This is an optimization exercise on Yosys and OpenROAD, whose aim is small area and a short achievable clock period, not a production implementation. Function was checked by simulation only, so behaviour that the tests miss may differ from the original. Power is estimated from default activity; no workload was simulated.

==> exp/juniper: inputs <==
Design dsp_mult, start of the top module:
module dsp_mult #
(
    parameter WIDTH = 32
)
(
    input  wire                  clk,
    input  wire                  rst,
    input  wire [WIDTH-1:0]      input_a_tdata,
    input  wire                  input_a_tvalid,
    output wire                  input_a_tready,
    input  wire [WIDTH-1:0]      input_b_tdata,
    input  wire                  input_b_tvalid,
    output wire                  input_b_tready,
    input  wire [WIDTH-1:0]      input_c_tdata,
    input  wire                  input_c_tvalid,
    output wire                  input_c_tready,
    output wire [(WIDTH*2)-1:0]  output_tdata,
    output reg                   output_tvalid,
    input  wire                  output_tready
);
assign input_a_tready = input_b_tvalid & output_tready;
assign input_b_tready = input_a_tvalid & output_tready;
assign input_c_tready = input_c_tvalid & output_tready;
wire go = input_a_tvalid & input_b_tvalid & input_c_tvalid & output_tready;
reg v1, v2, v3;
always @(posedge clk) begin
    v1 <= go & ~rst;
    v2 <= go & ~rst & v1;
    v3 <= go & ~rst & v2;
    output_tvalid <= go & ~rst & v3;
end
reg [31:0] a1, c1;
reg [15:0] one, two, neg;
wire [32:0] bx = {input_b_tdata, 1'b0};
  ...
export LEC_CHECK = 0
export ABC_AREA = 1
export CAP_MARGIN = 20
export CORE_MARGIN = 2
export CORE_UTILIZATION = 40
export CTS_BUF_LIST = sky130_fd_sc_hd__clkbuf_8
export CTS_CLUSTER_DIAMETER = 50
export CTS_CLUSTER_SIZE = 24
export SLEW_MARGIN = 20
export SYNTH_HIERARCHICAL = 1
create_clock -name core_clock -period 9.5 [get_ports {clk}]
standard.sh (not shown) runs the stock make flow with config.mk's settings and CLKGATE_MAP_FILE= SYNTH_SCRIPT=/design/flow/synth_recipe.tcl, a recipe that flattens the netlist after the stock synthesis.
==> flow/flow/run.sh <==
#!/bin/bash
# The standard layout (the standard.sh, unchanged synthesis) with two changes:
#  - the port buffers that global placement inserts are plain buf_1 cells instead
#    of the delay buffers buffer_ports picks by default;
#  - timing repair aims for a setup margin of 5.5 ns (the period less 5.5 ns).
set -euo pipefail
export BUFFER_PORTS_ARGS="-buffer_cell sky130_fd_sc_hd__buf_1"
export SETUP_SLACK_MARGIN=5.5
bash standard.sh > standard.log 2>&1
==> inputs of exp/raven, as changes to exp/juniper <==
- CORE_UTILIZATION: 40 -> 55
- CTS_CLUSTER_DIAMETER: 50 -> default
- CTS_CLUSTER_SIZE: 24 -> default
==> inputs of exp/sierra, as changes to exp/juniper <==
- CORE_UTILIZATION: 40 -> 65
==> inputs of exp/maple, as changes to exp/juniper <==
- CORE_UTILIZATION: 40 -> 55
==> qor summary <==
metric                                                              exp/sierra      exp/raven    exp/juniper      exp/maple
Invs w/o clock                                                             205            203            203            203
Starting density of the core                                            65.89%         55.57%         40.30%         55.57%
Critical register-to-register path endpoint                             cs1_32         cs1_32         cs2_31         cs2_30
Post-route fraction of the period consumed by the critical path         43.39%         43.28%         43.27%         43.30%
Topmost layer with routed signal wires                                    met4           met5           met4           met5
Combined flip-flop and latch cell area                              7644 sq um     7635 sq um     7634 sq um     7639 sq um
CORE AREA                                                         45,380 sq um   53,810 sq um   74,200 sq um   53,810 sq um
Die Ht                                                                218.5 um       237.2 um       277.4 um       237.2 um
Outcome                                       no timing/DRC/antenna violations  no timing/DRC/antenna violations  no timing/DRC/antenna violations  no timing/DRC/antenna violations
Met2 WL                                                              39,090 um      39,710 um      42,790 um      40,080 um
Cell area after placement                                         30,850 sq um   30,990 sq um   31,340 sq um   30,990 sq um
Number of DRC markers in iteration 0                                     2,957          2,681          2,461          2,717
Total power divided by cell area                                 354.9 nW/um^2  353.7 nW/um^2  352.4 nW/um^2  347.7 nW/um^2
Die area                                                          47,740 sq um   56,250 sq um   76,960 sq um   56,250 sq um
Critical path peak fanout                                                    3              2              3              3
Minimum setup slack after placement                                    5040 ps        5073 ps        5252 ps        5073 ps
Drt wl/cell                                                           26.85 um       26.35 um       25.15 um       26.59 um
Worst slew margin                                                       38.46%         36.74%         44.90%         36.84%
Origin of the critical flop-to-flop path                                two[7]         one[7]        one[14]         one[3]

* * *

==> job 1207: inputs <==
dsp_mult, a different RTL version from the one above (not shown whole).
// dsp_mult
module dsp_mult #
(
    parameter WIDTH = 32
)
(
    input  wire                  clk,
    input  wire                  rst,
    input  wire [WIDTH-1:0]      input_a_tdata,
    input  wire                  input_a_tvalid,
    output wire                  input_a_tready,
    input  wire [WIDTH-1:0]      input_b_tdata,
    input  wire                  input_b_tvalid,
    output wire                  input_b_tready,
    input  wire [WIDTH-1:0]      input_c_tdata,
    input  wire                  input_c_tvalid,
    output wire                  input_c_tready,
    output wire [(WIDTH*2)-1:0]  output_tdata,
    output reg                   output_tvalid,
    input  wire                  output_tready
);
Settings: LEC_CHECK=0, ABC_AREA=1, CAP_MARGIN=20, CORE_MARGIN=2, CORE_UTILIZATION=40, CTS_BUF_LIST=sky130_fd_sc_hd__clkbuf_4, SLEW_MARGIN=20, SYNTH_HIERARCHICAL=1; clock period 9.5 ns.
Scripts as last shown in full above: flow/flow/run.sh
==> inputs of job 3642, as changes to job 1207 <==
- CTS_BUF_LIST: sky130_fd_sc_hd__clkbuf_4 -> sky130_fd_sc_hd__clkbuf_8
- CTS_CLUSTER_SIZE: default -> 40
==> comparison <==
Job 1207 produced a clean layout. Job 3642 ran to the end with no violations. Against job 1207, the total power of job 3642 is higher by about 3.4%. Against job 3642, the clock skew of job 1207 is higher by 25 ps. Between job 3642 and job 1207, the lower non-clock buffer count is in job 3642 (gap 4). Area after synthesis is the same in job 1207 and job 3642. In job 3642 the final area is larger than in job 1207, by 1.1%. Between job 1207 and job 3642, the lower clock power is in job 1207 (gap about 22%, measured against job 3642). In combinational power, job 3642 and job 1207 hardly differ. In job 1207 the utilization is lower than in job 3642, by 0.49 points. In job 3642 the cell count is smaller than in job 1207, by about 1.7%.
==> figures <==
quantity	job 3642	job 1207
CTS Root Cell	sky130_fd_sc_hd__clkbuf_8	sky130_fd_sc_hd__clkbuf_4
R2R setup slack	5430 ps	5470 ps
Syn-to-layout area delta	12.3%	11.1%
Capture endpoint of the worst hold path	r4[16]	r4[31]
Final routed wire length divided by cell count	25.6 um	25.1 um
Final net count	3559	3598
Psw	5.63 mW	5.62 mW
Highest ir drop seen on vdd	0.171 mV	0.161 mV
Clock share of power	15.8%	12.8%
Status	finished clean	finished clean
Initial drt markers	2583	2736
Static leakage	14.4 nW	14.2 nW
Final Instance Area	34100 um2	33800 um2
Crit Reg-Reg Startpoint	neg[13]	one[12]
Number of global-route vias before repair	24600	24900
Layout filler cell count	7015	7083
Fraction of area in registers	24.5%	24.8%
Met1 track demand over resource in global routing	30.9%	30.8%
Global-route wire length before repair	150 mm	151 mm

==> separate check: timing with driven ports <==
How much do the figures lean on ideal ports? The routed layouts below were timed once more, with nothing changed but the port constraints.
Step 1 sets driving cells, clkbuf_16 on the clock port and buf_2 on the other inputs (assumed; they add their load-dependent delay and slew).
Step 2 also shifts input and output timing later by t, the mid clock arrival at the registers, as if the neighbouring blocks saw the same clock.
a / b / c = ideal / step 1 / step 2; a / b = the first two.
| run | t (ns) | setup WS [ns] | latest minus earliest clock arrival (ns) | worst register clock-pin slew, ns |
|---|---|---|---|---|
| exp/juniper | 0.746 | 5.390 / 5.347 / 5.347 | 0.072 / 0.072 | 0.10 / 0.10 |
| exp/raven | 0.744 | 5.388 / 5.349 / 5.349 | 0.038 / 0.039 | 0.08 / 0.08 |
| exp/sierra | 0.708 | 5.378 / 5.337 / 5.337 | 0.042 / 0.043 | 0.11 / 0.11 |
| exp/maple | 0.689 | 5.386 / 5.341 / 5.341 | 0.068 / 0.068 | 0.11 / 0.11 |
| job 1207 | 0.976 | 5.389 / 5.349 / 5.349 | 0.084 / 0.084 | 0.08 / 0.08 |
| job 3642 | 0.781 | 5.386 / 5.346 / 5.346 | 0.059 / 0.058 | 0.07 / 0.07 |
After both steps every run listed still meets setup and hold. For exp/maple, which loses most, drivers alone change the setup slack by -0.045 ns; drivers and shift together by -0.045 ns.
